Context: an optimization exercise on an open-source flow, tuned for small area. The choices shown serve that exercise and are no tape-out recipe. Function was checked by simulation only, so behaviour that the tests miss may differ from the original. Power figures rest on the tool's default switching activity, not on a simulated workload.

<file path="design/flow/design.v">
module alu_top (
    input             clk,
    input      [15:0] a,
    input      [15:0] b,
    input      [2:0]  opcode,
    input             mode,
    output reg [15:0] result,
    output reg        za,
    output reg        zb,
    output reg        eq,
    output reg        gt,
    output reg        lt
);
    reg [15:0] a_q, b_q;
    reg [2:0]  opcode_q;
    reg        mode_q;
    wire [15:0] alu_out;
    wire        za_w, zb_w, eq_w, gt_w, lt_w;
    ALU u_alu (.a(a_q), .b(b_q), .opcode(opcode_q), .mode(mode_q),
               .outALU(alu_out), .za(za_w), .zb(zb_w), .eq(eq_w), .gt(gt_w), .lt(lt_w));
    always @(posedge clk) begin
        a_q      <= a;
        b_q      <= b;
        opcode_q <= opcode;
        mode_q   <= mode;
        result   <= alu_out;
        za       <= za_w;
        zb       <= zb_w;
        eq       <= eq_w;
        gt       <= gt_w;
        lt       <= lt_w;
    end
endmodule

module arith(a, b, opcode, mode, divz, tn, gt, lt, result);
input [15:0] a;
input [15:0] b;
input [2:0] opcode;
input mode;
input divz;              
input [3:0] tn;          
output gt, lt;           
output [15:0] result;
genvar i, j;
wire [16:0] g, l;
assign g[0] = 1'b0;
assign l[0] = 1'b0;
generate
for (i = 0; i < 16; i = i + 1) begin : cmp
    assign g[i+1] = (a[i] & ~b[i]) | ((a[i] | ~b[i]) & g[i]);
    assign l[i+1] = (~a[i] & b[i]) | ((~a[i] | b[i]) & l[i]);
end
endgenerate
assign gt = g[16];
assign lt = l[16];
wire m0    = ~mode & ~opcode[2];
wire mult  = m0 & ~opcode[1] & opcode[0];
wire div   = m0 & opcode[1] & opcode[0];
wire keepx = m0 & (~opcode[0] | opcode[1]);
wire sub   = opcode[1];
wire divok = div & ~divz;
wire sw    = gt | mult;
wire [15:0] L = sw ? a : b;
wire e = sw ^ sub;
wire [3:0] u = mode ? ~tn : {~sub, ~e, e, sub};
wire [15:0] Y;
genvar m;
generate
for (m = 0; m < 16; m = m + 1) begin : ycol
    assign Y[m] = u[{a[m], b[m]}];
end
endgenerate
wire [15:0] hz;
assign hz[0] = divok;
generate
for (j = 1; j < 16; j = j + 1) begin : hzc
    assign hz[j] = divok & &Y[15:16-j];
end
endgenerate
wire g0 = keepx | (mult & a[0]);
wire g0y = g0 | mode;
wire [15:0] X [0:16];
wire [15:0] sel;
assign X[16] = L & {16{keepx}};
generate
for (j = 15; j >= 0; j = j - 1) begin : row
    wire [16:j] c;
    wire [15:j] t;
    assign c[j] = (j == 0) ? (sub & g0) : sub;
    for (i = j; i < 16; i = i + 1) begin : bc
        wire x = X[j+1][i];
        wire y = (j == 0) ? (Y[i] & g0y) : Y[i-j];
        assign t[i] = x ^ y ^ c[i];
        assign c[i+1] = (x & y) | (x & c[i]) | (y & c[i]);
    end
    if (j == 0) begin : s0
        assign sel[j] = hz[j] & c[16];
        assign X[j] = t;
    end else begin : sj
        assign sel[j] = (mult & a[j]) | (hz[j] & c[16]);
        assign X[j][15:j] = sel[j] ? t : X[j+1][15:j];
        assign X[j][j-1:0] = X[j+1][j-1:0];
    end
end
endgenerate
assign result = div ? sel : X[0];
endmodule
module logic_unit(a, b, opcode, tn, za, zb);
input [15:0] a;
input [15:0] b;
input [2:0] opcode;
output [3:0] tn;         
output za, zb;
reg [3:0] t;
always @(*)
begin
	case(opcode)
	3'b000: t = 4'b1000;	 
	3'b001: t = 4'b1110;	 
	3'b010: t = 4'b0001;	 
	3'b011: t = 4'b0111;	 
	3'b100: t = 4'b0011;	 
	3'b101: t = 4'b0101;	 
	3'b110: t = 4'b0110;	 
	default: t = 4'b1001;	 
	endcase
end
assign tn = ~t;
assign za = ~|a;
assign zb = ~|b;
endmodule
module ALU( a, b, opcode, mode, outALU, za, zb, eq, gt, lt);
input [15:0] a;
input [15:0] b;
input [2:0] opcode;
input mode;
output [15:0] outALU;
output za, zb, eq, gt, lt;
wire [3:0] tn;
logic_unit l1 (.a(a), .b(b), .opcode(opcode), .tn(tn), .za(za), .zb(zb));
arith a1 (.a(a), .b(b), .opcode(opcode), .mode(mode), .divz(za | zb), .tn(tn),
          .gt(gt), .lt(lt), .result(outALU));
assign eq = ~(gt | lt);
endmodule
</file>
<file path="design/flow/flow/run.sh">
#!/bin/bash
# Layout flow: the standard flow (standard.sh), with module arith of the
# design replaced by a cell-level netlist of the same function written by
# flow/gen_core.py, and the ports buffered with buf_1 cells.
set -euo pipefail
python3 flow/gen_core.py design.v design_core.v > gen_core.log 2>&1
bash standard.sh VERILOG_FILES="$PWD/design_core.v" \
    "BUFFER_PORTS_ARGS=-buffer_cell sky130_fd_sc_hd__buf_1" finish > standard.log 2>&1
</file>
<file path="design/flow/flow/gen_core.py">
#!/usr/bin/env python3
"""Write a cell-level (sky130hd) netlist of module arith, equivalent to the
module arith in rtl/ArithUnit.v, and put it in place of that module.

usage: gen_core.py design.v out.v      (replace module arith in design.v)
       gen_core.py - out.v             (write module arith alone)

The array rows use full adders (fa_1) except in the columns listed in FAST,
where the carry goes through a mux2i: it inverts, so the rows' carry chains
alternate between the full adder's slow falling and fast rising edge.
Signals are tracked with their polarity so that the restoring multiplexers
are mux2i cells and few inverters are needed.
"""
import os
import re
import sys

FAST = {1, 3, 5, 7, 9, 11, 13, 15}   # columns (bit positions) with a mux2i carry
CS = set(range(15))          # rows whose carry out of bit j+1 is selected
if os.environ.get("GEN_CS") is not None:
    CS = {int(v) for v in os.environ["GEN_CS"].split(",") if v}
if os.environ.get("GEN_FAST"):
    FAST = {int(v) for v in os.environ["GEN_FAST"].split(",")}


class Netlist:
    def __init__(self):
        self.insts = []
        self.wires = []
        self.n = 0
        self.invcache = {}

    def wire(self):
        self.n += 1
        w = "n%d" % self.n
        self.wires.append(w)
        return w

    def cell(self, typ, out, **pins):
        """Add a cell; out is the output pin name (or a tuple); returns net(s)."""
        outs = out if isinstance(out, tuple) else (out,)
        nets = {o: self.wire() for o in outs}
        conn = dict(pins)
        conn.update(nets)
        self.n += 1
        self.insts.append((typ, "g%d" % self.n, conn))
        r = tuple(nets[o] for o in outs)
        return r if isinstance(out, tuple) else r[0]

    def inv(self, net, typ="inv_1"):
        if net not in self.invcache:
            y = self.cell(typ, "Y", A=net)
            self.invcache[net] = y
            self.invcache[y] = net
        return self.invcache[net]

    def pol(self, lit, inv):
        """net carrying lit (net, inverted) with the polarity inv."""
        net, i = lit
        return net if i == inv else self.inv(net)

    def verilog(self, name, ports):
        out = ["module %s(%s);" % (name, ", ".join(p for p, _, _ in ports))]
        for p, d, w in ports:
            out.append("  %s %s%s;" % (d, "[%d:0] " % (w - 1) if w > 1 else "", p))
        for w in self.wires:
            out.append("  wire %s;" % w)
        for typ, nm, conn in self.insts:
            c = ", ".join(".%s(%s)" % (k, v) for k, v in conn.items())
            out.append("  sky130_fd_sc_hd__%s %s (%s);" % (typ, nm, c))
        return out


def build():
    N = Netlist()
    a = ["a[%d]" % i for i in range(16)]
    b = ["b[%d]" % i for i in range(16)]
    op = ["opcode[%d]" % i for i in range(3)]
    assigns = []

    # --- comparators: g, l chains alternating polarity -------------------
    class Lazy:
        def __init__(self, nets):
            self.nets = nets

        def __getitem__(self, i):
            return N.inv(self.nets[i])
    an = Lazy(a)
    bn = Lazy(b)
    g = ("", False)
    l = ("", False)
    for i in range(16):
        if i == 0:
            g = (N.cell("nor2_1", "Y", A=an[0], B=b[0]), False)      # a0 & ~b0
            l = (N.cell("nand2_1", "Y", A=an[0], B=b[0]), True)      # ~(~a0 & b0)
        elif i % 2 == 1:
            # g true, l inverted in; p = a|~b, q = a&~b
            p = N.cell("nand2_1", "Y", A=an[i], B=b[i])
            q = N.cell("nor2_1", "Y", A=an[i], B=b[i])
            gn = N.cell("a21oi_1", "Y", A1=N.pol(g, False), A2=p, B1=q)
            lt = N.cell("o21ai_1", "Y", A1=q, A2=N.pol(l, True), B1=p)
            g, l = (gn, True), (lt, False)
        else:
            # g inverted, l true in; pn = ~a&b, qn = ~a|b
            pn = N.cell("nor2_1", "Y", A=a[i], B=bn[i])
            qn = N.cell("nand2_1", "Y", A=a[i], B=bn[i])
            gt = N.cell("o21ai_1", "Y", A1=pn, A2=N.pol(g, True), B1=qn)
            ln = N.cell("a21oi_1", "Y", A1=qn, A2=N.pol(l, False), B1=pn)
            g, l = (gt, False), (ln, True)
    assigns.append("  assign gt = %s;" % N.pol(g, False))
    assigns.append("  assign lt = %s;" % N.pol(l, False))

    # --- decode -----------------------------------------------------------
    m0 = N.cell("nor2_1", "Y", A="mode", B=op[2])
    op1n = N.inv(op[1])
    multn = N.cell("nand3_1", "Y", A=m0, B=op[0], C=op1n)
    mult = N.inv(multn)
    divzn = N.inv("divz")
    divokn = N.cell("nand4_1", "Y", A=m0, B=op[0], C=op[1], D=divzn)
    divok = N.inv(divokn)
    t = N.cell("nand2_1", "Y", A=op[0], B=op1n)                   # ~op0 | op1
    keepxn = N.cell("nand2_1", "Y", A=m0, B=t)
    sub = (op[1], False)
    sw = N.cell("nand2_1", "Y", A=N.pol(g, True), B=multn)       # gt | mult

    # --- operand order ------------------------------------------------------
    swn = [N.cell("inv_2", "Y", A=sw) for _ in range(2)]   # ~sw, 8 loads each
    # Y[i] = u[{a[i], b[i]}]: S ^ sub (S = sw ? b : a), or the logic operation
    # ~tn[{a[i], b[i]}] when mode is set
    t = ["tn[%d]" % i for i in range(4)]
    e = N.cell("xor2_1", "X", A=sw, B=op[1])                  # sw ^ sub
    en = N.cell("xnor2_1", "Y", A=sw, B=op[1])
    u = [None] * 4
    u[0] = [N.cell("mux2i_1", "Y", A0=op1n, A1=t[0], S="mode")]       # sub
    u[3] = [N.cell("mux2i_1", "Y", A0=op[1], A1=t[3], S="mode")]      # ~sub
    u[1] = [N.cell("mux2i_1", "Y", A0=en, A1=t[1], S="mode") for _ in range(2)]  # e
    u[2] = [N.cell("mux2i_1", "Y", A0=e, A1=t[2], S="mode") for _ in range(2)]   # ~e
    Y = [N.cell("mux4_2", "X", A0=u[0][0], A1=u[1][i // 8], A2=u[2][i // 8],
                A3=u[3][0], S0=b[i], S1=a[i]) for i in range(16)]
    Sn = Y               # when dividing, Y = ~S

    # X[16][k] = keepx & (sw ? a[k] : b[k]) = (a[k] & ka) | (b[k] & kb)
    ka = [N.cell("nor2_1", "Y", A=keepxn, B=swn[i]) for i in range(2)]     # keepx & sw
    kb = [N.cell("nor2_1", "Y", A=keepxn, B=sw) for i in range(2)]         # keepx & ~sw

    def xinit(k, inv):
        """X[16][k] = keepx & L[k], with polarity inv."""
        if not inv:
            return N.cell("a22o_1", "X", A1=a[k], A2=ka[k // 8], B1=b[k], B2=kb[k // 8])
        return N.cell("a22oi_1", "Y", A1=a[k], A2=ka[k // 8], B1=b[k], B2=kb[k // 8])

    # --- H[j] = divok & S[15:16-j] == 0 -----------------------------------
    H = {0: divok}
    for j in range(1, 13):
        H[j] = N.cell("and2_1", "X", A=H[j - 1], B=Sn[16 - j])
    A4 = N.cell("nand4_1", "Y", A=Sn[15], B=Sn[14], C=Sn[13], D=Sn[12])
    B4 = N.cell("nand4_1", "Y", A=Sn[11], B=Sn[10], C=Sn[9], D=Sn[8])
    C4 = N.cell("nand4_1", "Y", A=Sn[7], B=Sn[6], C=Sn[5], D=Sn[4])
    H[13] = N.cell("nor4_1", "Y", A=A4, B=B4, C=C4,
                   D=N.cell("nand2_1", "Y", A=Sn[3], B=divok))
    H[14] = N.cell("nor4_1", "Y", A=A4, B=B4, C=C4,
                   D=N.cell("nand3_1", "Y", A=Sn[3], B=Sn[2], C=divok))
    H[15] = N.cell("nor4_1", "Y", A=A4, B=B4, C=C4,
                   D=N.cell("nand4_1", "Y", A=Sn[3], B=Sn[2], C=Sn[1], D=divok))

    # Y with buffered copies of both polarities for the wide columns
    Yl = {}
    for m in range(16):
        if 16 - m > int(os.environ.get("GEN_YBUF", "16")):
            yn = N.cell("inv_2", "Y", A=Y[m])
            Yl[m] = {False: N.cell("inv_2", "Y", A=yn), True: yn}
        else:
            Yl[m] = {False: Y[m], True: None}

    def ylit(m, p):
        if Yl[m][p] is None:
            Yl[m][p] = N.inv(Y[m], "inv_2")
        return Yl[m][p]

    # row 0 takes its operand only when g0 = keepx | (mult & a[0])
    keepx = N.inv(keepxn)
    g0n = N.cell("a21oi_1", "Y", A1=mult, A2=a[0], B1=keepx)
    g0yn = N.cell("a211oi_1", "Y", A1=mult, A2=a[0], B1=keepx, C1="mode")
    Yg = {}

    def ylit0(m, p):
        if (m, p) not in Yg:
            if not p:
                Yg[(m, p)] = N.cell("nor2_1", "Y", A=ylit(m, True), B=g0yn)
            else:
                Yg[(m, p)] = N.cell("nand2_1", "Y", A=ylit(m, False), B=N.inv(g0yn))
        return Yg[(m, p)]

    def cin0(p):
        if not p:
            return N.cell("nor2_1", "Y", A=N.inv(op[1]), B=g0n)
        return N.cell("nand2_1", "Y", A=op[1], B=N.inv(g0n))

    # --- the array ----------------------------------------------------------
    def is_m(j, k):
        return k in FAST and k != j

    def carry_pols(j, p0, ci=True):
        """polarity of the carry into each cell of row j, from p0 at bit j.
        Rows below 15 select the carry out of bit j+1 with a mux2i between
        two precomputed candidates (for both values of sel[j+1])."""
        cp = {j: p0}
        for k in range(j, 16):
            if k == j + 1 and j in CS:
                cp[k + 1] = (not pc[j + 1]) if ci else pc[j + 1]
            else:
                cp[k + 1] = cp[k] ^ is_m(j, k)
        return cp

    def x_need(j, p0, ci=True):
        """polarity row j needs for x at each bit (None: any)."""
        cp = carry_pols(j, p0, ci)
        return {k: (None if is_m(j, k) else cp[k]) for k in range(j, 16)}

    # carry polarity at the low end of each row (True: inverted); chosen so
    # that few restoring muxes keep the polarity (mux2 instead of mux2i)
    pc = {15: False}
    csinv = {15: True}   # carry select of row j by a mux2i (else mux2)
    xin = {}             # xin[j] = (net, inverted): X[16][j]
    lsum = {}            # lsum[j] = (net, inverted): sum of row j's low bit

    def choose_pc(j):
        """carry polarity at the low end of row j-1: the one that lets the
        most restoring muxes of row j invert (mux2i rather than mux2)."""
        best = None
        for p0 in (False, True):
            for ci in (True, False):
                need = x_need(j - 1, p0, ci)
                cost = sum(1 for k in range(j, 16)
                           if need[k] is not None and need[k] == xrow[k][1])
                cost += 0 if ci or j - 1 not in CS else 1
                cost += 0 if p0 else 1     # a22o rather than a22oi for X[16]
                if j - 1 in CS and p0 != pc[j]:
                    cost += 3          # inverter on the carry into the select
                if best is None or cost < best[0]:
                    best = (cost, p0, ci)
        return best[1], best[2]

    xrow = {}            # xrow[k] = (net, inverted): running X bit k
    sel = [None] * 16
    selraw = [None] * 16
    qlit = [None] * 16
    for j in range(15, -1, -1):
        if j == 0:
            c = (cin0(pc[0]), pc[0])
        else:
            c = (N.pol(sub, pc[j]), pc[j])
        xrow[j] = (xinit(j, pc[j]), pc[j])
        xin[j] = xrow[j]
        T = {}
        for k in range(j, 16):
            x = xrow[k]
            d = c[1]
            yn = ylit(k - j, d) if j else ylit0(k, d)   # y with polarity d
            if k == j + 1 and j in CS:
                # carry out = maj(x, y, c) for x = X[16][k] (sel[k] = 0) or
                # x = low-bit sum of row k (sel[k] = 1), chosen by sel[k]
                q = pc[k]
                cq = N.pol(c, q)
                yq = ylit(1, q) if j else ylit0(1, q)
                w0 = N.cell("maj3_1", "X", A=xin[k][0], B=yq, C=cq)
                w1 = N.cell("maj3_1", "X", A=lsum[k][0], B=yq, C=cq)
                sr = selraw[k]
                if sr[1]:
                    A0, A1 = w1, w0
                else:
                    A0, A1 = w0, w1
                if csinv[j]:
                    co = N.cell("mux2i_1", "Y", A0=A0, A1=A1, S=sr[0])
                else:
                    co = N.cell("mux2_1", "X", A0=A0, A1=A1, S=sr[0])
                # this cell's carry is not used: its sum by two xors
                h = N.cell("xor2_1", "X", A=x[0], B=yn)
                tn = N.cell("xor2_1", "X", A=h, B=c[0])
                T[k] = (tn, x[1])
                c = (co, (not q) if csinv[j] else q)
                continue
            if is_m(j, k):
                # h = x ^ y; carry = h ? c : y (y == x when h == 0)
                h = N.cell("xor2_1", "X", A=x[0], B=yn)
                hi = x[1] ^ d                     # h net = h ^ hi
                if not hi:
                    co = N.cell("mux2i_1", "Y", A0=yn, A1=c[0], S=h)
                else:
                    co = N.cell("mux2i_1", "Y", A0=c[0], A1=yn, S=h)
                # h_net ^ c_net = h ^ c ^ x[1]: T with the polarity of x
                tn = N.cell("xor2_1", "X", A=h, B=c[0])
                T[k] = (tn, x[1])
                c = (co, not d)
            else:
                assert x[1] == d, (j, k)
                co, s_sum = N.cell("fa_1", ("COUT", "SUM"), A=x[0], B=yn, CIN=c[0])
                T[k] = (s_sum, d)
                c = (co, d)
        lsum[j] = T[j]
        # quotient / select bit: sel = ma | (H & c16), ma = mult & a[j]
        if j == 0:
            # quotient bit 0; row 0's sum is the final X
            if c[1]:
                qlit[0] = (N.cell("nor2_1", "Y", A=divokn, B=c[0]), False)
            else:
                qlit[0] = (N.cell("nand2_1", "Y", A=divok, B=c[0]), True)
            for k in range(16):
                xrow[k] = T[k]
            break
        if True:
            if c[1]:
                man = N.cell("nand2_1", "Y", A=mult, B=a[j])
                s_ = (N.cell("o21ai_1", "Y", A1=N.inv(H[j]), A2=c[0], B1=man), False)
            else:
                ma = N.cell("nor2_1", "Y", A=multn, B=an[j])
                s_ = (N.cell("a21oi_1", "Y", A1=H[j], A2=c[0], B1=ma), True)
        selraw[j] = s_
        if 16 - j > 3:
            sb = (N.cell("inv_4" if 16 - j > 8 else "inv_2", "Y", A=s_[0]),
                  not s_[1])
        else:
            sb = s_
        sel[j] = sb
        qlit[j] = s_ if not s_[1] else sb
        # restoring muxes
        if j > 0:
            pc[j - 1], csinv[j - 1] = choose_pc(j)
        need = x_need(j - 1, pc[j - 1], csinv[j - 1]) if j > 0 else {k: None for k in range(16)}
        for k in range(j, 16):
            x = xrow[k]
            tk = T[k]
            assert tk[1] == x[1]
            s_ = selraw[j] if k == j + 1 else sel[j]
            if s_[1]:
                A0, A1 = tk[0], x[0]
            else:
                A0, A1 = x[0], tk[0]
            want = need[k]
            if want is None or want != x[1]:
                xrow[k] = (N.cell("mux2i_1", "Y", A0=A0, A1=A1, S=s_[0]), not x[1])
            else:
                if os.environ.get("GEN_DEBUG"):
                    print("mux2", j, k, want, x[1], is_m(j - 1, k) if j > 0 else None)
                xrow[k] = (N.cell("mux2_1", "X", A0=A0, A1=A1, S=s_[0]), x[1])
    # --- result: div ? q : X ------------------------------------------------
    divn = N.cell("nand3_1", "Y", A=m0, B=op[0], C=op[1])
    dsb = [N.cell("inv_2", "Y", A=divn) for _ in range(2)]             # div
    for k in range(16):
        xk = xrow[k]
        qk = qlit[k]
        if not xk[1] and not qk[1]:
            r = N.cell("mux2_1", "X", A0=xk[0], A1=qk[0], S=dsb[k // 8])
        else:
            r = N.cell("mux2i_1", "Y", A0=N.pol(xk, True), A1=N.pol(qk, True),
                       S=dsb[k // 8])
        assigns.append("  assign result[%d] = %s;" % (k, r))

    ports = [("a", "input", 16), ("b", "input", 16), ("opcode", "input", 3),
             ("mode", "input", 1), ("divz", "input", 1), ("tn", "input", 4),
             ("gt", "output", 1), ("lt", "output", 1), ("result", "output", 16)]
    lines = N.verilog("arith", ports) + assigns + ["endmodule"]
    return "\n".join(lines) + "\n", N


def main():
    src, dst = sys.argv[1], sys.argv[2]
    mod, N = build()
    if src == "-":
        text = mod
    else:
        text = open(src).read()
        m = re.search(r"^\s*module\s+arith\s*\(.*?^\s*endmodule\b", text, re.S | re.M)
        assert m, "module arith not found"
        text = text[:m.start()] + "\n" + mod + text[m.end():]
    open(dst, "w").write(text)
    cnt = {}
    for typ, _, _ in N.insts:
        cnt[typ] = cnt.get(typ, 0) + 1
    print("arith: %d cells" % len(N.insts), sorted(cnt.items()))


if __name__ == "__main__":
    main()
</file>
<file path="design/flow/standard.sh">
#!/bin/bash
# synth_recipe.tcl (not shown) runs the flow's synth.tcl, then flattens the netlist and writes it again
# the make line also repeats each setting of config.mk as NAME=value (left out here)
make -C /OpenROAD-flow-scripts/flow DESIGN_CONFIG=/design/flow/config.mk WORK_HOME=/design/flow/orfs CLKGATE_MAP_FILE= SYNTH_SCRIPT=/design/flow/synth_recipe.tcl "${@:-finish}"
</file>
<file path="design/flow/config.mk">
export PLATFORM = sky130hd
export DESIGN_NAME = alu_top
export DESIGN_NICKNAME = alu_top
export VERILOG_FILES = /design/flow/design.v
export SDC_FILE = /design/flow/constraint.sdc
export NUM_CORES = 4
export LEC_CHECK = 0
export ABC_AREA = 1
export CAP_MARGIN = 20
export CORE_MARGIN = 2
export CORE_UTILIZATION = 60
export CTS_BUF_LIST = sky130_fd_sc_hd__clkbuf_4
export CTS_CLUSTER_DIAMETER = 50
export CTS_CLUSTER_SIZE = 10
export SLEW_MARGIN = 20
</file>
<file path="design/flow/constraint.sdc">
create_clock -name core_clock -period 45.0 [get_ports {clk}]
set_input_delay 9.0000 -clock core_clock [delete_from_list [all_inputs] [get_ports {clk}]]
set_output_delay 9.0000 -clock core_clock [all_outputs]
set_load 0.01 [all_outputs]
</file>
==> run summary, run 1 <==
- Status: no timing/DRC/antenna violations
- Initial antenna violation count: 0
- Fmax: 23.71 MHz
- Vias per cell: 5.793
- Aggregate routed wire length: 19.76 mm
- Commonest non-fill, non-tap cell in the layout: mux2i_1
- Maxcap violations: 0
- Slew @ Worst Pin: 1.041 ns
- Bufs on Longest Clock Path: 2
- Largest family of logic cells by synthesized area: multiplexers
- Max Slew Vio Count: 0
- Tcrit/Tclk final: 93.72%
- Core Region: 12670 um2
- Max-slew headroom: 28.61%
- CP Capture Point: result[15]$_DFF_P_
- Post-Synth Simple-Gate Area: 7.317%
- R2R Path Start: a_q[1]$_DFF_P_
- Sequential share of the synthesized area: 14.63%
- Cts hold-fix bufs: 0
- Worst-path maximum fanout: 14
- Compound-Gate Fraction of Synth Area: 4.990%
- DP Area: 8254 um2
- # clock sinks: 57
- Clk_skew: 0.03107 ns
- CTS tree: built
- Critical path's slowest cell: mux4_2
- DPL Wire Length: 15.62 mm
- Syn Inst Count: 807
- Final Setup Violations: 0
- DRT Pass-1 Iters: 5
- Ant diodes: 0
- Row count: 41
- GP Congestion: 0.9706
- CTS H-tree depth: 3
- Final Instance Area: 8451 um2
- Layout cells sized above 1: 8.381%
- Element type at the critical path end: register
- RSZ-0062 raised after global routing: no
- DRT antenna net count: 0
- Hold Crit Class: register to register
- Final hold vios: 0
- Buffers on Ports: 57
- Area of the mapped netlist: 7797 um2
- WP data arrival: 42.50 ns
- Unique masters post-synth: 23
- Avg Cell Area, Syn: 9.662 um2
- CP dominant cell by count: mux2i_1
- Fin crit period: 42.18 ns
- Synth Area in Adders: 20.54%
- Pwr dens: 38.28 nW/um2
- Pleak: 0.003889 uW
- RR Endpoint: result[15]$_DFF_P_
- Area Overhead vs Synth: 8.376%
- TritonCTS Buffers: 9
- Remaining global-route overflow: 0
- Nets: 980
- Initial Util: 61.54%
- Clock Tree Root: clkbuf_4
- Critical Path Start Type: register
- Mapped Nets: 909
- Vias in the first global route: 6329
- Largest net degree at the start of global routing: 45
- First-pass GRT wire length: 32.15 mm
- Placed cells: 1039
- Clock Pin Slew Worst Setup and Hold Paths: 0.12 ns
- CP Data Required Time: 45.32 ns
- YS warnings: 2
- #FFs+latches synth: 57
- Worst-skew pair later-pin latency: 0.44 ns
- Fin Setup TNS: 0 ns
- Die area: 13920 um2
- DRC viols: 0
- Crit Path Class: register to register
- Worst Setup SP: a_q[1]$_DFF_P_
- Fill cells: 1084
- R2R cell count: 169
- Chip height: 118 um
- Reg2Reg Setup Slack: 2.82 ns
- Average wire per standard cell: 18.73 um
- Mux share of post-synthesis cell area: 32.27%
- Worst-case vdd ir drop: 0.02815 mV
- Vias: 6112
- I/O pin total: 58
- Starting DRT DRC Count: 366
- Gr usage total: 29.43%
- Yosys top cell by area: mux2i_1
- Die W: 118 um
- Commonest non-fill, non-tap cells in the layout: 193 x mux2i_1, 143 x xor2_1, 65 x fa_1
- Top-area cell type share of the netlist area: 24.90%
- Synth Area in XOR/XNOR: 16.17%
- Top cells by area, synth: mux2i_1 25%, fa_1 17%, xor2_1 16%, dfxtp_1 15%, mux4_2 4.6%
- Total power draw: 323.5 uW
- Fin cells: 1055
- Worst path max stage delay: 0.67 ns
[cells in the mapped netlist, drive strengths merged]
cell type	n
nor4	3
nor2	60
a22o	16
nand4	5
and2	12
or2	1
mux2	19
nand2	53
a211oi	1
inv	80
a31oi	1
nand3	3
dfxtp	57
xnor2	1
a21oi	25
mux4	16
o21ai	22
fa	65
maj3	30
mux2i	194
xor2	143
[per-stage QoR]
stage	utilization, %	worst slack (ns)	hold slack, ns
2_1_floorplan	-	8.106	0.5302
3_3_place_gp	65.14	3.226	0.6066
3_5_place_dp	65.14	2.181	0.5995
4_1_cts	66.43	2.037	0.6391
5_1_grt	66.69	0.1602	0.6765
6_report	66.69	2.825	0.6466
[state kept, by name, summed over array words and instances (netlist names)]
signal / count
opcode_q: 3
mode_q: 1
a_q: 16
zb: 1
result: 16
b_q: 16
gt: 1
eq: 1
za: 1
lt: 1
[logic make-up after synthesis]
group	Yosys count
adders and majority gates	95
xor gates and xnor gates	144
and+or+nand+nor	137
muxes	229
AOI/OAI and AO/OA	65
buffers and inverters	80
DFF	57
[final cells by class]
| cell class | instances | area, um2 | share of cell area (%) |
|---|---|---|---|
| Clock inverter | 5 | 80.08 | 0.9476 |
| Multi-Input combinational cell | 670 | 6374 | 75.42 |
| Inverter | 80 | 317.8 | 3.761 |
| Sequential cell | 57 | 1141 | 13.50 |
| Timing Repair Buffer | 60 | 240.2 | 2.843 |
| Clock buffer | 11 | 82.58 | 0.9772 |
| Tap cell | 172 | 215.2 | 2.547 |
[power breakdown]
part / switching (uW) / internal, uW / total [uW]
clock: 21.1 / 23.7 / 44.8
sequential: 4.56 / 59.5 / 64.0
combinational: 123 / 91.4 / 215
[worst max-delay path: cells and delay by family, from the launching register on]
kind	cells	cell delay (ns)
compound gates	30	6.79
xor+xnor	12	3.27
mux	73	14.75
fa+ha+maj	46	15.23
buf+inv	4	0.68
simple gates	4	0.89
flops	1	0.38
[worst min-delay path by stage]
stage                     from          to  slack, ns  depth (start not counted)
3_5_place_dp   b_q[15]$_DFF_P_  lt$_DFF_P_       0.60                          2
6_report       b_q[15]$_DFF_P_  lt$_DFF_P_       0.65                          2
3_3_place_gp   b_q[15]$_DFF_P_  lt$_DFF_P_       0.61                          2
5_1_grt        b_q[15]$_DFF_P_  lt$_DFF_P_       0.68                          2
4_1_cts        b_q[15]$_DFF_P_  lt$_DFF_P_       0.64                          2
2_1_floorplan  b_q[15]$_DFF_P_  lt$_DFF_P_       0.53                          2
[metal layers]
layer	vias up	routed length, um	global-route usage (%)
met2	166	9818	51.13
met4	0	443	10.39
met3	29	778	3.149
met5	-	0	0
met1	3000	8716	38.04
li1	2917	-	-
[repair_timing]
action                                 in CTS  in global routing
gates resized for setup                     0                  9
buffers inserted                            0                  0
endpoints found under the hold margin       0                  0
setup endpoints to repair                   0                  7
==> run 2: changes to the inputs <==
--- a/design/flow/flow/gen_core.py
+++ b/design/flow/flow/gen_core.py
@@ -141,6 +141,2 @@
 
-    # X[16][k] = keepx & (sw ? a[k] : b[k]) = (a[k] & ka) | (b[k] & kb)
-    ka = [N.cell("nor2_1", "Y", A=keepxn, B=swn[i]) for i in range(2)]     # keepx & sw
-    kb = [N.cell("nor2_1", "Y", A=keepxn, B=sw) for i in range(2)]         # keepx & ~sw
-
     def xinit(k, inv):
@@ -148,4 +144,7 @@
         if not inv:
-            return N.cell("a22o_1", "X", A1=a[k], A2=ka[k // 8], B1=b[k], B2=kb[k // 8])
-        return N.cell("a22oi_1", "Y", A1=a[k], A2=ka[k // 8], B1=b[k], B2=kb[k // 8])
+            # ~L = ~(sw ? a : b)
+            Ln = N.cell("mux2i_1", "Y", A0=a[k], A1=b[k], S=swn[k // 8])
+            return N.cell("nor2_1", "Y", A=Ln, B=keepxn)
+        L = N.cell("mux2i_1", "Y", A0=an[k], A1=bn[k], S=swn[k // 8])
+        return N.cell("nand2_1", "Y", A=L, B=N.inv(keepxn))
 
@@ -168,3 +167,3 @@
     for m in range(16):
-        if 16 - m > int(os.environ.get("GEN_YBUF", "16")):
+        if 16 - m > 6:
             yn = N.cell("inv_2", "Y", A=Y[m])
@@ -236,3 +235,2 @@
                 cost += 0 if ci or j - 1 not in CS else 1
-                cost += 0 if p0 else 1     # a22o rather than a22oi for X[16]
                 if j - 1 in CS and p0 != pc[j]:
@@ -276,6 +274,10 @@
                     co = N.cell("mux2_1", "X", A0=A0, A1=A1, S=sr[0])
-                # this cell's carry is not used: its sum by two xors
-                h = N.cell("xor2_1", "X", A=x[0], B=yn)
-                tn = N.cell("xor2_1", "X", A=h, B=c[0])
-                T[k] = (tn, x[1])
+                if is_m(j, k):
+                    h = N.cell("xor2_1", "X", A=x[0], B=yn)
+                    tn = N.cell("xor2_1", "X", A=h, B=c[0])
+                    T[k] = (tn, x[1])
+                else:
+                    assert x[1] == d, (j, k)
+                    _, s_sum = N.cell("fa_1", ("COUT", "SUM"), A=x[0], B=yn, CIN=c[0])
+                    T[k] = (s_sum, d)
                 c = (co, (not q) if csinv[j] else q)
--- a/design/flow/config.mk
+++ b/design/flow/config.mk
@@ -11,5 +11,3 @@
 export CORE_UTILIZATION = 60
-export CTS_BUF_LIST = sky130_fd_sc_hd__clkbuf_4
-export CTS_CLUSTER_DIAMETER = 50
-export CTS_CLUSTER_SIZE = 10
+export CTS_BUF_LIST = sky130_fd_sc_hd__clkbuf_4 sky130_fd_sc_hd__clkbuf_8
 export SLEW_MARGIN = 20
==> run 2 against run 1 <==
Against the previous run: sequential share of layout area decreased by 0.26 points; power grew 2.7%; first-iteration DRC count up 32%; area after synthesis rose by 1.5%; clock skew shrank 0.0077 ns; register-to-register slack worse by 0.29 ns; largest cell class unchanged; count of clock-buffer cells in the layout fell by 2; combinational power hardly changed; die area grew 1.5%; wire length increased by 5.7%; setup slack got worse by 0.29 ns; synthesized cell count is 1.9% higher.
==> run summary, run 2 <==
- Hold Crit Class: register to register (unchanged)
- Synth cell count leaders: 210 x mux2i_1, 129 x xor2_1, 72 x fa_1, 72 x nor2_1, 57 x dfxtp_1 (was 194 x mux2i_1, 143 x xor2_1, 65 x fa_1)
- Max-slew headroom: 40.66% (was 28.61%)
- Met2 wire len: 10.13 mm (was 9.818 mm)
- CTS tree: built (unchanged)
- Worst path depth: 171 (was 169)
- Initial Util: 61.98% (was 61.54%)
- Clock Pin Slew Worst Setup and Hold Paths: 0.08 ns (was 0.12 ns)
- Bufs on Longest Clock Path: 2 (unchanged)
- YS warnings: 2 (unchanged)
- Clk_skew: 0.02336 ns (was 0.03107 ns)
- Core Region: 12770 um2 (was 12670 um2)
- Row count: 41 (unchanged)
- Mapped Nets: 931 (was 909)
- Final Setup Violations: 0 (unchanged)
- Yosys top cell by area: mux2i_1 (unchanged)
- DRT antenna net count: 0 (unchanged)
- DR top layer: met4 (unchanged)
- Placed cells: 1054 (was 1039)
- Syn Inst Count: 822 (was 807)
- Top-count cell post-synth: mux2i_1 (unchanged)
- DPL Wire Length: 16.66 mm (was 15.62 mm)
- Tcrit/Tclk final: 94.36% (was 93.72%)
- Worst-path maximum fanout: 15 (was 14)
- Aggregate routed wire length: 20.89 mm (was 19.76 mm)
- Hold Path Stages: 2 (unchanged)
- Avg Cell Area, Syn: 9.632 um2 (was 9.662 um2)
- Commonest non-fill, non-tap cells in the layout: 206 x mux2i_1, 129 x xor2_1, 72 x nor2_1, 72 x fa_1 (was 193 x mux2i_1, 143 x xor2_1, 65 x fa_1)
- Largest delay share family, worst path: adder cells (unchanged)
- Core Util, Final: 67.45% (was 66.69%)
- Setup WS pre-CTS: 2.140 ns (was 2.181 ns)
- Vias in the first global route: 6370 (was 6329)
- Fin cells: 1070 (was 1055)
- Average wire per standard cell: 19.52 um (was 18.73 um)
- Ant diodes: 0 (unchanged)
- Die W: 118.9 um (was 118 um)
- Maxcap violations: 0 (unchanged)
- Worst-skew pair later-pin latency: 0.37 ns (was 0.44 ns)
- DRC viols: 0 (unchanged)
- EDFF count, synth: 0 (unchanged)
- Unique masters post-synth: 22 (was 23)
- Die area: 14130 um2 (was 13920 um2)
- Critical Path Start Type: register (unchanged)
- Fin Setup TNS: 0 ns (unchanged)
- Vias: 6221 (was 6112)
- Layout cells sized above 1: 9.688% (was 8.381%)
- Final Instance Area: 8616 um2 (was 8451 um2)
- Vias per cell: 5.814 (was 5.793)
- CP bufs+invs: 6 (was 4)
- Element type at the critical path end: register (unchanged)
- Pwr dens: 38.56 nW/um2 (was 38.28 nW/um2)
- Final hold vios: 0 (unchanged)
- Routed length on met3: 1.217 mm (was 778 um)
- Starting DRT DRC Count: 482 (was 366)
- CTS H-tree depth: 3 (unchanged)
- Slew @ Worst Pin: 0.8729 ns (was 1.041 ns)
- Worst-case vdd ir drop: 0.02746 mV (was 0.02815 mV)
- CP Data Required Time: 45.23 ns (was 45.32 ns)
- Nets: 1002 (was 980)
- DP Area: 8369 um2 (was 8254 um2)
- PostCTS Resize Cnt: 0 (unchanged)
- Pleak: 0.003984 uW (was 0.003889 uW)
- Clock Tree Root: clkbuf_8 (was clkbuf_4)
- #FFs+latches synth: 57 (unchanged)
- Sequential share of the synthesized area: 14.41% (was 14.63%)
- Setup slack after layout: 2.539 ns (was 2.825 ns)
- Top cells by area, synth: mux2i_1 27%, fa_1 18%, dfxtp_1 14%, xor2_1 14%, mux4_2 4.6% (was mux2i_1 25%, fa_1 17%, xor2_1 16%, dfxtp_1 15%, mux4_2 4.6%)
- Fmax: 23.55 MHz (was 23.71 MHz)
- FFs w/ async S/R, synth: 0% (unchanged)
- Largest net degree at the start of global routing: 43 (was 45)
- Wl on met1: 9.010 mm (was 8.716 mm)
- GP Congestion: 0.9287 (was 0.9706)
- Commonest non-fill, non-tap cell in the layout: mux2i_1 (unchanged)
- # clock sinks: 57 (unchanged)
- Cts hold-fix bufs: 0 (unchanged)
- Area of the mapped netlist: 7918 um2 (was 7797 um2)
- Top-area cell type share of the netlist area: 26.55% (was 24.90%)
- WP data arrival: 42.69 ns (was 42.50 ns)
- I/O pin total: 58 (unchanged)
- Initial antenna violation count: 0 (unchanged)
- Crit Path Class: register to register (unchanged)
- Top FF cell, synth: dfxtp_1 (unchanged)
- Worst path max stage delay: 0.50 ns (was 0.67 ns)
- Regs by FF count: a_q (16), b_q (16), result (16) (unchanged)
- TritonCTS Buffers: 9 (unchanged)
- Status: no timing/DRC/antenna violations (unchanged)
- CP dominant cell by count: mux2i_1 (unchanged)
- Area Overhead vs Synth: 8.818% (was 8.376%)
- Remaining global-route overflow: 0 (unchanged)
- First-pass GRT wire length: 33.45 mm (was 32.15 mm)
- Critical path's slowest cell: mux4_2 (unchanged)
- Fin crit period: 42.46 ns (was 42.18 ns)
- Chip height: 118.9 um (was 118 um)
- R2R cell count: 171 (was 169)
- Buffers on Ports: 57 (unchanged)
- DRT Pass-1 Iters: 5 (unchanged)
- Max Slew Vio Count: 0 (unchanged)
- Gr usage total: 30.48% (was 29.43%)
- Post CTS Setup Buffer Count: 0 (unchanged)
-- run 2: changes by cell type in the layout (fill, tap and decap cells not counted), moves of 2 or more --
| cell | before | now |
|---|---|---|
| mux2i_1 | 193 | 206 |
| a22o_1 | 16 | 0 |
| inv_2 | 23 | 33 |
| nor2_1 | 60 | 72 |
| fa_1 | 65 | 72 |
| clkbuf_4 | 11 | 0 |
| inv_6 | 0 | 2 |
| clkinv_4 | 0 | 2 |
| xor2_1 | 143 | 129 |
| clkbuf_8 | 0 | 9 |
| mux2i_2 | 1 | 4 |
-- run 2: area by class of cell --
cell class	count	area, um2
Inverter	90	355.3
Sequential cell	57	1141
Tap cell	172	215.2
Multi-Input combinational cell	675	6466
Clock buffer	9	123.9
Fill cell	1045	4158
Clock inverter	7	77.57
Timing Repair Buffer	60	236.5
-- run 2: cells by family after synthesis --
family | synth area share (%)
AND/OR/NAND/NOR | 7.775
AO/OA/AOI/OAI | 3.145
adder cells (fa/ha/maj) | 22.00
flip-flops | 14.41
buffers and inverters | 4.488
XOR/XNOR | 14.38
multiplexers | 33.80
-- run 2: power by group --
| group | internal, uW | total [uW] | switching (uW) |
|---|---|---|---|
| registers | 59.4 | 64.0 | 4.56 |
| logic | 89.6 | 218 | 128 |
| clock network | 26.0 | 50.6 | 24.6 |
| total | 175 | 332 | 157 |
-- run 2: worst paths after layout --
check,startpoint,end,slack (ns)
worst max-delay path,b_q[1]$_DFF_P_,result[15]$_DFF_P_,2.54
worst min-delay path,b_q[15]$_DFF_P_,lt$_DFF_P_,0.60
worst max register to register,b_q[1]$_DFF_P_,result[15]$_DFF_P_,2.54
worst min register to register,b_q[15]$_DFF_P_,lt$_DFF_P_,0.60
-- run 2: routing by layer --
metal | track usage [%] | vias to the layer above
met1 | 40.43 | 3048
met4 | 10.57 | 0
met2 | 50.14 | 209
met3 | 5.556 | 44
met5 | 0 | -
li1 | - | 2920
-- run 2: through the flow --
step	hold WS (ns)	power, uW
6_report	0.6048	332.2
5_1_grt	0.6565	359.8
4_1_cts	0.6108	331.7
3_5_place_dp	0.5879	279.4
3_3_place_gp	0.5886	271.0
2_1_floorplan	0.5298	227.3
-- run 2: worst min-delay path: stages (launching register included) --
cell     delay [ns]
dfxtp_1        0.36
nand2_1        0.10
o21ai_1        0.08
==> run 3: changes to the inputs <==
--- a/design/flow/flow/gen_core.py
+++ b/design/flow/flow/gen_core.py
@@ -21,2 +21,6 @@
     CS = {int(v) for v in os.environ["GEN_CS"].split(",") if v}
+CSE = set(range(15))         # rows whose bit j+1 carry is e ? x : y, e = y ^ c
+if os.environ.get("GEN_CSE") is not None:
+    CSE = {int(v) for v in os.environ["GEN_CSE"].split(",") if v}
+CS = CS - CSE
 if os.environ.get("GEN_FAST"):
@@ -141,2 +145,6 @@
 
+    # X[16][k] = keepx & (sw ? a[k] : b[k]) = (a[k] & ka) | (b[k] & kb)
+    ka = [N.cell("nor2_1", "Y", A=keepxn, B=swn[i]) for i in range(2)]     # keepx & sw
+    kb = [N.cell("nor2_1", "Y", A=keepxn, B=sw) for i in range(2)]         # keepx & ~sw
+
     def xinit(k, inv):
@@ -144,7 +152,4 @@
         if not inv:
-            # ~L = ~(sw ? a : b)
-            Ln = N.cell("mux2i_1", "Y", A0=a[k], A1=b[k], S=swn[k // 8])
-            return N.cell("nor2_1", "Y", A=Ln, B=keepxn)
-        L = N.cell("mux2i_1", "Y", A0=an[k], A1=bn[k], S=swn[k // 8])
-        return N.cell("nand2_1", "Y", A=L, B=N.inv(keepxn))
+            return N.cell("a22o_1", "X", A1=a[k], A2=ka[k // 8], B1=b[k], B2=kb[k // 8])
+        return N.cell("a22oi_1", "Y", A1=a[k], A2=ka[k // 8], B1=b[k], B2=kb[k // 8])
 
@@ -167,3 +172,3 @@
     for m in range(16):
-        if 16 - m > 6:
+        if 16 - m > int(os.environ.get("GEN_YBUF", "16")):
             yn = N.cell("inv_2", "Y", A=Y[m])
@@ -209,2 +214,4 @@
                 cp[k + 1] = (not pc[j + 1]) if ci else pc[j + 1]
+            elif k == j + 1 and j in CSE:
+                cp[k + 1] = pc[j + 1] if ci else (not pc[j + 1])
             else:
@@ -216,3 +223,4 @@
         cp = carry_pols(j, p0, ci)
-        return {k: (None if is_m(j, k) else cp[k]) for k in range(j, 16)}
+        return {k: (None if is_m(j, k) or (k == j + 1 and j in CSE) else cp[k])
+                for k in range(j, 16)}
 
@@ -234,3 +242,4 @@
                            if need[k] is not None and need[k] == xrow[k][1])
-                cost += 0 if ci or j - 1 not in CS else 1
+                cost += 0 if ci or (j - 1 not in CS and j - 1 not in CSE) else 1
+                cost += 0 if p0 else 1     # a22o rather than a22oi for X[16]
                 if j - 1 in CS and p0 != pc[j]:
@@ -257,2 +266,17 @@
             yn = ylit(k - j, d) if j else ylit0(k, d)   # y with polarity d
+            if k == j + 1 and j in CSE:
+                # carry = maj(x, y, c) = e ? x : y with e = y ^ c early; x
+                # comes from a restoring mux driven by the unbuffered sel
+                p = x[1]
+                e = N.cell("xor2_1", "X", A=yn, B=c[0])       # e (true)
+                yp = ylit(1, p) if j else ylit0(1, p)
+                if csinv[j]:
+                    co = N.cell("mux2i_1", "Y", A0=yp, A1=x[0], S=e)
+                else:
+                    co = N.cell("mux2_1", "X", A0=yp, A1=x[0], S=e)
+                assert not p == pc[k], (j, k)
+                tn = N.cell("xor2_1", "X", A=x[0], B=e)
+                T[k] = (tn, p)
+                c = (co, (not p) if csinv[j] else p)
+                continue
             if k == j + 1 and j in CS:
@@ -274,10 +298,6 @@
                     co = N.cell("mux2_1", "X", A0=A0, A1=A1, S=sr[0])
-                if is_m(j, k):
-                    h = N.cell("xor2_1", "X", A=x[0], B=yn)
-                    tn = N.cell("xor2_1", "X", A=h, B=c[0])
-                    T[k] = (tn, x[1])
-                else:
-                    assert x[1] == d, (j, k)
-                    _, s_sum = N.cell("fa_1", ("COUT", "SUM"), A=x[0], B=yn, CIN=c[0])
-                    T[k] = (s_sum, d)
+                # this cell's carry is not used: its sum by two xors
+                h = N.cell("xor2_1", "X", A=x[0], B=yn)
+                tn = N.cell("xor2_1", "X", A=h, B=c[0])
+                T[k] = (tn, x[1])
                 c = (co, (not q) if csinv[j] else q)
@@ -335,3 +355,3 @@
             assert tk[1] == x[1]
-            s_ = selraw[j] if k == j + 1 else sel[j]
+            s_ = selraw[j] if k == j + 1 or (k == j and j - 1 in CSE) else sel[j]
             if s_[1]:
==> run 3 against run 2 <==
Against the previous run: still clean on timing, DRC and antenna; first-iteration DRC count shrank 25%; clock power rose by 4.2%; fmax down 0.61%; area after synthesis fell by 5.8%; worst hold slack improved by 0.017 ns; largest cell class unchanged; largest power group unchanged.
==> run summary, run 3 <==
- Status: no timing/DRC/antenna violations (unchanged)
- Clk_skew: 0.01367 ns (was 0.02336 ns)
- Layout cells sized above 1: 11.15% (was 9.688%)
- R2R cell count: 172 (was 171)
- Area of the mapped netlist: 7458 um2 (was 7918 um2)
- Pleak: 0.003860 uW (was 0.003984 uW)
- Row count: 40 (was 41)
- Clock Tree Root: clkbuf_8 (unchanged)
- Initial antenna violation count: 0 (unchanged)
- Vias per cell: 5.715 (was 5.814)
- Element type at the critical path end: register (unchanged)
- CP dominant cell by count: mux2i_1 (unchanged)
- Slew @ Worst Pin: 1.075 ns (was 0.8729 ns)
- Worst-path maximum fanout: 8 (was 15)
- Crit Path Class: register to register (unchanged)
- Vias in the first global route: 5941 (was 6370)
- Top-area cell type share of the netlist area: 26.17% (was 26.55%)
- Gr usage total: 30.44% (was 30.48%)
- Max-slew headroom: 26.25% (was 40.66%)
- Average wire per standard cell: 18.95 um (was 19.52 um)
- Top FF cell, synth: dfxtp_1 (unchanged)
- Die W: 115.5 um (was 118.9 um)
- Critical path's slowest cell: mux4_2 (unchanged)
- Maxcap violations: 0 (unchanged)
- Commonest non-fill, non-tap cell in the layout: mux2i_1 (unchanged)
- Unique masters post-synth: 23 (was 22)
- Die area: 13340 um2 (was 14130 um2)
- Nets: 958 (was 1002)
- Worst-skew pair later-pin latency: 0.37 ns (about the same)
- Worst-case vdd ir drop: 0.02696 mV (was 0.02746 mV)
- CP Capture Point: result[15]$_DFF_P_ (unchanged)
- Commonest non-fill, non-tap cells in the layout: 190 x mux2i_1, 143 x xor2_1, 65 x fa_1 (was 206 x mux2i_1, 129 x xor2_1, 72 x nor2_1, 72 x fa_1)
- Sequential Area: 1141 um2 (unchanged)
- Area Overhead vs Synth: 11.14% (was 8.818%)
- Avg Cell Area, Syn: 9.661 um2 (was 9.632 um2)
- DRT Pass-1 Iters: 5 (unchanged)
- Fin crit period: 42.72 ns (was 42.46 ns)
- DRC viols: 0 (unchanged)
- Core Region: 12060 um2 (was 12770 um2)
- Buffers on Ports: 57 (unchanged)
- CTS tree: built (unchanged)
- Critical Path Start Type: register (unchanged)
- Clock Pin Slew Worst Setup and Hold Paths: 0.06 ns (was 0.08 ns)
- FFs w/ async S/R, synth: 0% (unchanged)
- Pwr dens: 41.12 nW/um2 (was 38.56 nW/um2)
- Max Slew Vio Count: 0 (unchanged)
- Largest net degree at the start of global routing: 18 (was 43)
- Final hold vios: 0 (unchanged)
- RR Endpoint: result[15]$_DFF_P_ (unchanged)
- Starting DRT DRC Count: 361 (was 482)
- Fin Setup TNS: 0 ns (unchanged)
- # clock sinks: 57 (unchanged)
- Hold Crit Class: register to register (unchanged)
- Worst path max stage delay: 0.59 ns (was 0.50 ns)
- Syn Inst Count: 772 (was 822)
- Setup WS pre-CTS: 1.094 ns (was 2.140 ns)
- Synth cell count leaders: 195 x mux2i_1, 143 x xor2_1, 65 x fa_1 (was 210 x mux2i_1, 129 x xor2_1, 72 x fa_1, 72 x nor2_1, 57 x dfxtp_1)
- Reg2Reg Setup Slack: 2.28 ns (was 2.54 ns)
- Worst Setup SP: b_q[1]$_DFF_P_ (unchanged)
- WP data arrival: 42.98 ns (was 42.69 ns)
- Footprint of the multi-input gates: 6093 um2 (was 6466 um2)
- CP Data Required Time: 45.26 ns (was 45.23 ns)
- Fmax: 23.41 MHz (was 23.55 MHz)
- Hold slack: 0.6219 ns (was 0.6048 ns)
- Mapped Nets: 874 (was 931)
- R2R Path Start: b_q[1]$_DFF_P_ (unchanged)
- Initial Util: 61.84% (was 61.98%)
- CTS H-tree depth: 3 (unchanged)
- #FFs+latches synth: 57 (unchanged)
- Worst path depth: 172 (was 171)
- GP Congestion: 0.8986 (was 0.9287)
- Largest delay share family, worst path: adder cells (unchanged)
- Fin cells: 1029 (was 1070)
- First-pass GRT wire length: 30.86 mm (was 33.45 mm)
- Yosys top cell by area: mux2i_1 (unchanged)
- Top-count cell post-synth: mux2i_1 (unchanged)
- Aggregate routed wire length: 19.50 mm (was 20.89 mm)
- Ant diodes: 0 (unchanged)
- EDFF count, synth: 0 (unchanged)
- I/O pin total: 58 (unchanged)
- Setup slack after layout: 2.280 ns (was 2.539 ns)
- YS warnings: 2 (unchanged)
- Final Setup Violations: 0 (unchanged)
- Top cells by area, synth: mux2i_1 26%, fa_1 17%, xor2_1 17%, dfxtp_1 15%, mux4_2 4.8% (was mux2i_1 27%, fa_1 18%, dfxtp_1 14%, xor2_1 14%, mux4_2 4.6%)
- Vias: 5881 (was 6221)
- Bufs on Longest Clock Path: 2 (unchanged)
- DPL Wire Length: 15.09 mm (was 16.66 mm)
- DRT antenna net count: 0 (unchanged)
- TritonCTS Buffers: 9 (unchanged)
- Remaining global-route overflow: 0 (unchanged)
- Fill cells: 1006 (was 1045)
- Chip height: 115.5 um (was 118.9 um)
- CP bufs+invs: 0 (was 6)
- Tcrit/Tclk final: 94.93% (was 94.36%)
- Placed cells: 998 (was 1054)
- Regs by FF count: a_q (16), b_q (16), result (16) (unchanged)
- Sequential share of the synthesized area: 15.30% (was 14.41%)
run 3: area by class of cell:
| cell class | count | area share [%] |
|---|---|---|
| multi-input combinational | 641 | 73.51 |
| sequential | 57 | 13.77 |
| timing repair buffer | 73 | 4.030 |
| inverter | 74 | 3.562 |
| tap | 168 | 2.536 |
| clock buffer | 12 | 1.992 |
| clock inverter | 4 | 0.6038 |
run 3: power breakdown:
group / leakage (uW) / internal, uW / switching (uW)
sequential: 0.000480 / 59.7 / 4.61
combinational: 0.00328 / 94.8 / 129
clock: 0.000105 / 30.0 / 22.7
run 3: logic make-up (layout without fill, tap and decap cells):
group,after synthesis,after routing,share of synthesized area [%]
xor+xnor,144,144,16.91
simple gates,138,138,7.700
buf+inv,74,163,3.959
fa+ha+maj,65,65,17.45
flops,57,57,15.30
compound gates,65,65,4.966
mux,229,229,33.72
run 3: metrics by stage:
stage / total power, uW / instance area, um2 / utilization (%)
floorplan: 232.4 / 7458 / -
global placement: 273.4 / 7890 / 65.41
detailed placement: 281.1 / 7890 / 65.41
CTS: 336.1 / 8105 / 67.20
global route: 367.8 / 8289 / 68.72
finish: 340.8 / 8289 / 68.72
run 3: worst min-delay path by stage:
stage                     cells past startpoint  slack [ns]            start         end
after floorplan                               2        0.53  b_q[15]$_DFF_P_  lt$_DFF_P_
after global placement                        2        0.60  b_q[15]$_DFF_P_  lt$_DFF_P_
after detailed placement                      2        0.62  b_q[15]$_DFF_P_  lt$_DFF_P_
after CTS                                     2        0.62  b_q[15]$_DFF_P_  lt$_DFF_P_
after global routing                          2        0.65  b_q[15]$_DFF_P_  lt$_DFF_P_
final                                         2        0.62  b_q[15]$_DFF_P_  lt$_DFF_P_
run 3: routing by layer:
layer / global-route usage [%] / vias up / wire length (um)
li1: - / 2801 / -
met1: 40.96 / 2876 / 8647
met2: 50.14 / 172 / 9405
met3: 3.504 / 32 / 958
met4: 12.69 / 0 / 492
met5: 0 / - / 0
run 3: what timing repair did:
item | in CTS | in global routing
resized for setup | 0 | 17
hold buffers | 0 | 0
endpoints found under the hold margin | 0 | 0
endpoints found under the setup margin | 0 | 10
buffers inserted | 0 | 15
run 3: worst register-to-register path, delay by kind of cell, from the launching register on:
| family | cells | cell delay (ns) |
|---|---|---|
| and+or+nand+nor | 2 | 0.36 |
| adders and majority gates | 50 | 17.15 |
| DFF | 1 | 0.43 |
| muxes | 81 | 16.28 |
| AOI/OAI and AO/OA | 30 | 5.88 |
| xor gates and xnor gates | 9 | 2.46 |
==> run 4: changes to the inputs <==
--- a/design/flow/flow/gen_core.py
+++ b/design/flow/flow/gen_core.py
@@ -172,3 +172,3 @@
     for m in range(16):
-        if 16 - m > int(os.environ.get("GEN_YBUF", "16")):
+        if 16 - m > int(os.environ.get("GEN_YBUF", "8")):
             yn = N.cell("inv_2", "Y", A=Y[m])
==> run 4 against run 3 <==
Against the previous run: register-to-register slack improved by 0.39 ns; design area decreased by 0.83%; worst hold slack got worse by 0.013 ns; fmax increased by 0.92%; critical endpoint is now result[0]$_DFF_P_; flip-flop and latch count unchanged; sequential share of layout area increased by 0.12 points.
==> run summary, run 4 <==
- Status: no timing/DRC/antenna violations (unchanged)
- Crit Path Class: register to register (unchanged)
- Area of the mapped netlist: 7488 um2 (was 7458 um2)
- Max-slew headroom: 26.22% (was 26.25%)
- Regs by FF count: a_q (16), b_q (16), result (16) (unchanged)
- Row count: 40 (unchanged)
- Worst-skew pair later-pin latency: 0.35 ns (was 0.37 ns)
- Switching part of the total power: 45.89% (was 45.87%)
- EDFF count, synth: 0 (unchanged)
- Initial antenna violation count: 0 (unchanged)
- First-pass GRT wire length: 30.24 mm (was 30.86 mm)
- Post CTS Setup Buffer Count: 0 (unchanged)
- Mapped Nets: 882 (was 874)
- CTS tree: built (unchanged)
- DRC viols: 0 (unchanged)
- Bufs on Longest Clock Path: 2 (unchanged)
- YS warnings: 2 (unchanged)
- CP dominant cell by count: mux2i_1 (unchanged)
- Layout cells sized above 1: 10.41% (was 11.15%)
- Final hold vios: 0 (unchanged)
- Syn Inst Count: 780 (was 772)
- GP Congestion: 0.8773 (was 0.8986)
- # clock sinks: 57 (unchanged)
- FFs w/ async S/R, synth: 0% (unchanged)
- Average wire per standard cell: 18.50 um (was 18.95 um)
- Clock Tree Root: clkbuf_8 (unchanged)
- Pleak: 0.003828 uW (was 0.003860 uW)
- Sequential share of the synthesized area: 15.24% (was 15.30%)
- Pwr dens: 41.11 nW/um2 (was 41.12 nW/um2)
- Yosys top cell by area: mux2i_1 (unchanged)
- CTS H-tree depth: 3 (unchanged)
- Total power draw: 338.0 uW (was 340.8 uW)
- Vias: 5781 (was 5881)
- #FFs+latches synth: 57 (unchanged)
- Fmax: 23.62 MHz (was 23.41 MHz)
- Vias per cell: 5.651 (was 5.715)
- Critical Path Start Type: register (unchanged)
- Met2 GRT Util: 50.72% (was 50.14%)
- Largest delay share family, worst path: adder cells (unchanged)
- Hold slack: 0.6091 ns (was 0.6219 ns)
- Met3 usage: 3.400% (was 3.504%)
- Gr busiest metal: met2 (unchanged)
- Cts hold-fix bufs: 0 (unchanged)
- Remaining global-route overflow: 0 (unchanged)
- TritonCTS Buffers: 9 (unchanged)
- Final Setup Violations: 0 (unchanged)
- Ant diodes: 0 (unchanged)
- Gr usage total: 29.74% (was 30.44%)
- Vias in the first global route: 5894 (was 5941)
- Top FF cell, synth: dfxtp_1 (unchanged)
- Final Instance Area: 8220 um2 (was 8289 um2)
- Top-count cell post-synth: mux2i_1 (unchanged)
- Clock network power share: 16.0% (was 15.5%)
- I/O pin total: 58 (unchanged)
- Tcrit/Tclk final: 94.07% (was 94.93%)
- Hold Crit Class: register to register (unchanged)
- Area Overhead vs Synth: 9.774% (was 11.14%)
- Core Region: 12110 um2 (was 12060 um2)
- Largest net degree at the start of global routing: 18 (unchanged)
- Clock Pin Slew Worst Setup and Hold Paths: 0.07 ns (was 0.06 ns)
- Fin crit period: 42.33 ns (was 42.72 ns)
- Worst-case vdd ir drop: 0.02833 mV (was 0.02696 mV)
- DRT Pass-1 Iters: 5 (unchanged)
- Critical path's slowest cell: mux4_2 (unchanged)
- Die W: 115.7 um (was 115.5 um)
- Flop pwr share: 19.1% (was 18.9%)
- Nets: 952 (was 958)
- Combinational Power Share: 65.0% (was 65.7%)
- Synth cell count leaders: 195 x mux2i_1, 143 x xor2_1, 65 x fa_1 (unchanged)
- Initial Util: 61.83% (was 61.84%)
- Starting DRT DRC Count: 367 (was 361)
- Commonest non-fill, non-tap cells in the layout: 190 x mux2i_1, 143 x xor2_1, 65 x fa_1 (unchanged)
- Worst-path maximum fanout: 15 (was 8)
- Aggregate routed wire length: 18.92 mm (was 19.50 mm)
- Worst path max stage delay: 0.57 ns (was 0.59 ns)
- Element type at the critical path end: register (unchanged)
- Slew @ Worst Pin: 1.076 ns (was 1.075 ns)
- Total internal power: 182.9 uW (was 184.5 uW)
- Top cells by area, synth: mux2i_1 26%, fa_1 17%, xor2_1 17%, dfxtp_1 15%, mux4_2 4.8% (unchanged)
- Met1 usage in global routing: 39.14% (was 40.96%)
- DP Area: 7920 um2 (was 7890 um2)
- Buffers on Ports: 57 (unchanged)
- WP data arrival: 42.59 ns (was 42.98 ns)
- Clk_skew: 0.01207 ns (was 0.01367 ns)
- Avg Cell Area, Syn: 9.601 um2 (was 9.661 um2)
- Switching pwr: 155.1 uW (was 156.3 uW)
- Top-area cell type share of the netlist area: 26.07% (was 26.17%)
- CP bufs+invs: 3 (was 0)
- Commonest non-fill, non-tap cell in the layout: mux2i_1 (unchanged)
- Die area: 13390 um2 (was 13340 um2)
- DRT antenna net count: 0 (unchanged)
- CP Data Required Time: 45.26 ns (about the same)
- Chip height: 115.7 um (was 115.5 um)
- DPL Wire Length: 15.35 mm (was 15.09 mm)
- Max Slew Vio Count: 0 (unchanged)
- Maxcap violations: 0 (unchanged)
- Unique masters post-synth: 23 (unchanged)
- Fin Setup TNS: 0 ns (unchanged)
[run 4: cell types whose count changed in the layout (fill, tap and decap cells not counted), moves of 2 or more]
cell | previous run | this run
clkbuf_8 | 12 | 9
clkinv_4 | 0 | 2
buf_4 | 16 | 1
inv_2 | 23 | 30
[run 4: worst paths after layout]
path | from | end | slack [ns] | depth (start not counted)
hold reg to reg | b_q[15]$_DFF_P_ | lt$_DFF_P_ | 0.61 | 2
hold / removal | b_q[15]$_DFF_P_ | lt$_DFF_P_ | 0.61 | 2
setup reg to reg | b_q[1]$_DFF_P_ | result[0]$_DFF_P_ | 2.67 | 175
setup / recovery | b_q[1]$_DFF_P_ | result[0]$_DFF_P_ | 2.67 | 175
[run 4: area by class of cell]
| cell class | count | area (um2) |
|---|---|---|
| timing repair buffer | 59 | 226.5 |
| sequential | 57 | 1141 |
| clock inverter | 7 | 95.09 |
| tap | 168 | 210.2 |
| clock buffer | 9 | 123.9 |
| inverter | 82 | 330.3 |
| multi-input combinational | 641 | 6093 |
| fill | 1026 | 3891 |
[run 4: cells by family after synthesis]
family          share of synthesized area [%]
flops                                   15.24
mux                                     33.58
buf+inv                                 4.344
simple gates                            7.669
compound gates                          4.946
xor+xnor                                16.84
fa+ha+maj                               17.38
[run 4: routing by layer]
layer | part of all wire, % | routed length [um]
met4 | 2.6 | 501
met5 | 0 | 0
met2 | 50 | 9390
met1 | 44 | 8350
met3 | 3.6 | 680
[run 4: stage by stage]
step | setup WS [ns] | std cells | utilization [%]
2_1_floorplan | 7.385 | 780 | -
3_3_place_gp | 2.400 | 1006 | 65.39
3_5_place_dp | 1.110 | 1006 | 65.39
4_1_cts | 0.9836 | 1022 | 67.20
5_1_grt | -0.01957 | 1023 | 67.87
6_report | 2.668 | 1023 | 67.87
[run 4: power by group through the flow]
stage                     logic (uW)  registers [uW]  clock network [uW]
after floorplan                  165            68.4                   0
after global placement           208            65.3                   0
after detailed placement         216            65.7                   0
after CTS                        217            64.6                55.2
after global routing             243            65.3                57.6
final                            220            64.5                53.9
[run 4: worst reg2reg max path: cells and delay by family, from the launching register on]
family,cells,cell delay [ns]
buffers and inverters,3,0.51
flip-flops,1,0.44
XOR/XNOR,9,2.57
AND/OR/NAND/NOR,3,0.42
multiplexers,81,16.06
adder cells (fa/ha/maj),49,16.56
AO/OA/AOI/OAI,30,5.69
[run 4: timing repair]
action                                  4_1_cts  5_1_grt
endpoints found under the hold margin         0        0
endpoints found under the setup margin        0       11
resized for setup                             0       21
==> run 5: changes to the inputs <==
==> design/flow/flow/run.sh (replaced) <==
#!/bin/bash
# Layout flow: the standard flow (standard.sh), with module arith of the
# design replaced by a cell-level netlist of the same function written by
# flow/gen_core.py, the ports buffered with buf_1 cells, and the clock tree
# built without dummy loads.
set -euo pipefail
python3 flow/gen_core.py design.v design_core.v > gen_core.log 2>&1
bash standard.sh VERILOG_FILES="$PWD/design_core.v" \
    "BUFFER_PORTS_ARGS=-buffer_cell sky130_fd_sc_hd__buf_1" \
    "CTS_ARGS=-sink_clustering_enable -repair_clock_nets -dont_use_dummy_load -root_buf sky130_fd_sc_hd__clkbuf_8 -buf_list sky130_fd_sc_hd__clkbuf_4 -sink_clustering_size 10" \
    finish > standard.log 2>&1
--- a/design/flow/config.mk
+++ b/design/flow/config.mk
@@ -11,3 +11,2 @@
 export CORE_UTILIZATION = 60
-export CTS_BUF_LIST = sky130_fd_sc_hd__clkbuf_4 sky130_fd_sc_hd__clkbuf_8
 export SLEW_MARGIN = 20
==> run 5 against run 4 <==
Against the previous run: clock power fell by 33%; count of clock-buffer cells in the layout did not move; wire length fell by 0.79%; sequential power barely moved; register-to-register slack got worse by 0.07 ns; fmax fell by 0.15%; combinational power barely moved; area after synthesis did not move; critical path type unchanged; largest power group unchanged.
==> run summary, run 5 <==
- Clk_skew: 0.01696 ns (was 0.01207 ns)
- CP Data Required Time: 45.25 ns (was 45.26 ns)
- Core Region: 12110 um2 (unchanged)
- First-pass GRT wire length: 29.95 mm (was 30.24 mm)
- Fin cells: 1016 (was 1023)
- Area Overhead vs Synth: 8.505% (was 9.774%)
- Gr usage total: 29.49% (was 29.74%)
- Vias per cell: 5.678 (was 5.651)
- Top-area cell type share of the netlist area: 26.07% (unchanged)
- Switching pwr: 150.6 uW (was 155.1 uW)
- Placed cells: 1006 (unchanged)
- Worst-path maximum fanout: 15 (unchanged)
- Flop pwr share: 20.2% (was 19.1%)
- CTS tree: built (unchanged)
- DRC viols: 0 (unchanged)
- Crit Path Class: register to register (unchanged)
- Area of the mapped netlist: 7488 um2 (unchanged)
- Average wire per standard cell: 18.48 um (was 18.50 um)
- Remaining global-route overflow: 0 (unchanged)
- Fill cells: 1030 (was 1026)
- Cts hold-fix bufs: 0 (unchanged)
- Pwr dens: 39.40 nW/um2 (was 41.11 nW/um2)
- Nets: 952 (unchanged)
- Commonest non-fill, non-tap cells in the layout: 190 x mux2i_1, 143 x xor2_1, 65 x fa_1 (unchanged)
- Met3 usage: 3.400% (unchanged)
- Largest net degree at the start of global routing: 18 (unchanged)
- Hold Crit Class: register to register (unchanged)
- Element type at the critical path end: register (unchanged)
- Met2 GRT Util: 50.18% (was 50.72%)
- Aggregate routed wire length: 18.77 mm (was 18.92 mm)
- Critical path's slowest cell: mux4_2 (unchanged)
- Initial antenna violation count: 0 (unchanged)
- Post CTS Setup Buffer Count: 0 (unchanged)
- Row count: 40 (unchanged)
- #FFs+latches synth: 57 (unchanged)
- Unique masters post-synth: 23 (unchanged)
- Vias: 5769 (was 5781)
- Sequential Area: 1141 um2 (unchanged)
- CP dominant cell by count: mux2i_1 (unchanged)
- PostCTS Resize Cnt: 0 (unchanged)
- Clock network power share: 11.3% (was 16.0%)
- Met1 usage in global routing: 38.84% (was 39.14%)
- Pleak: 0.003783 uW (was 0.003828 uW)
- Gr busiest metal: met2 (unchanged)
- Maxcap violations: 0 (unchanged)
- Hold slack: 0.6003 ns (was 0.6091 ns)
- GP Congestion: 0.8773 (unchanged)
- # clock sinks: 57 (unchanged)
- Status: no timing/DRC/antenna violations (unchanged)
==> run 5: worst max-delay path, delay by kind of cell, from the launching register on <==
kind                       cells  cell delay, ns
DFF                            1            0.44
buffers and inverters          3            0.49
xor gates and xnor gates       9            2.57
adders and majority gates     49           16.55
and+or+nand+nor                3            0.43
muxes                         81           16.08
AOI/OAI and AO/OA             30            5.68
==> run 5: metrics by stage <==
step	setup slack, ns	cell area [um2]	util [%]	setup TNS (ns)
2_1_floorplan	7.385	7488	-	0
3_3_place_gp	2.400	7920	65.39	0
3_5_place_dp	1.110	7920	65.39	0
4_1_cts	0.9958	8044	66.42	0
5_1_grt	-0.002480	8125	67.09	-0.002480
6_report	2.603	8125	67.09	0
==> run 5: final timing paths <==
kind	depth (start not counted)	to	startpoint	slack, ns
max reg2reg	175	result[0]$_DFF_P_	b_q[1]$_DFF_P_	2.60
max	175	result[0]$_DFF_P_	b_q[1]$_DFF_P_	2.60
min	2	lt$_DFF_P_	b_q[15]$_DFF_P_	0.60
min reg2reg	2	lt$_DFF_P_	b_q[15]$_DFF_P_	0.60
==> run 5: per-layer routing <==
layer  up-vias  wire length [um]
li1       2786                 -
met1      2830              8450
met2       125              9295
met3        28               521
met4         0               505
met5         -                 0
==> run 5: final cells by class <==
cell class | instances | area share, %
timing repair buffer | 59 | 2.787
multi-input combinational | 641 | 74.99
inverter | 82 | 4.065
clock buffer | 9 | 1.524
sequential | 57 | 14.04
tap | 168 | 2.587
==> run 5: cells by family (layout without fill, tap and decap cells) <==
family	count (synthesis)	count (layout)	synth area share [%]
xor+xnor	144	144	16.84
fa+ha+maj	65	65	17.38
simple gates	138	138	7.669
buf+inv	82	150	4.344
mux	229	229	33.58
compound gates	65	65	4.946
flops	57	57	15.24
==> run 5: power by group through the flow <==
stage,registers (uW),logic (uW),clock network (uW)
floorplan,68.4,165,0
global placement,65.3,208,0
detailed placement,65.7,216,0
CTS,64.7,217,37.6
global route,65.4,243,39.2
finish,64.6,219,36.3

Re-timed with assumed drivers on the ports (clkbuf_16 on the clock, buf_2 on other inputs), run 5 has 2.603 ns of setup slack against 2.603 ns with ideal ports, and 2.603 ns once port delays also move by the mid clock arrival of 0.375 ns.
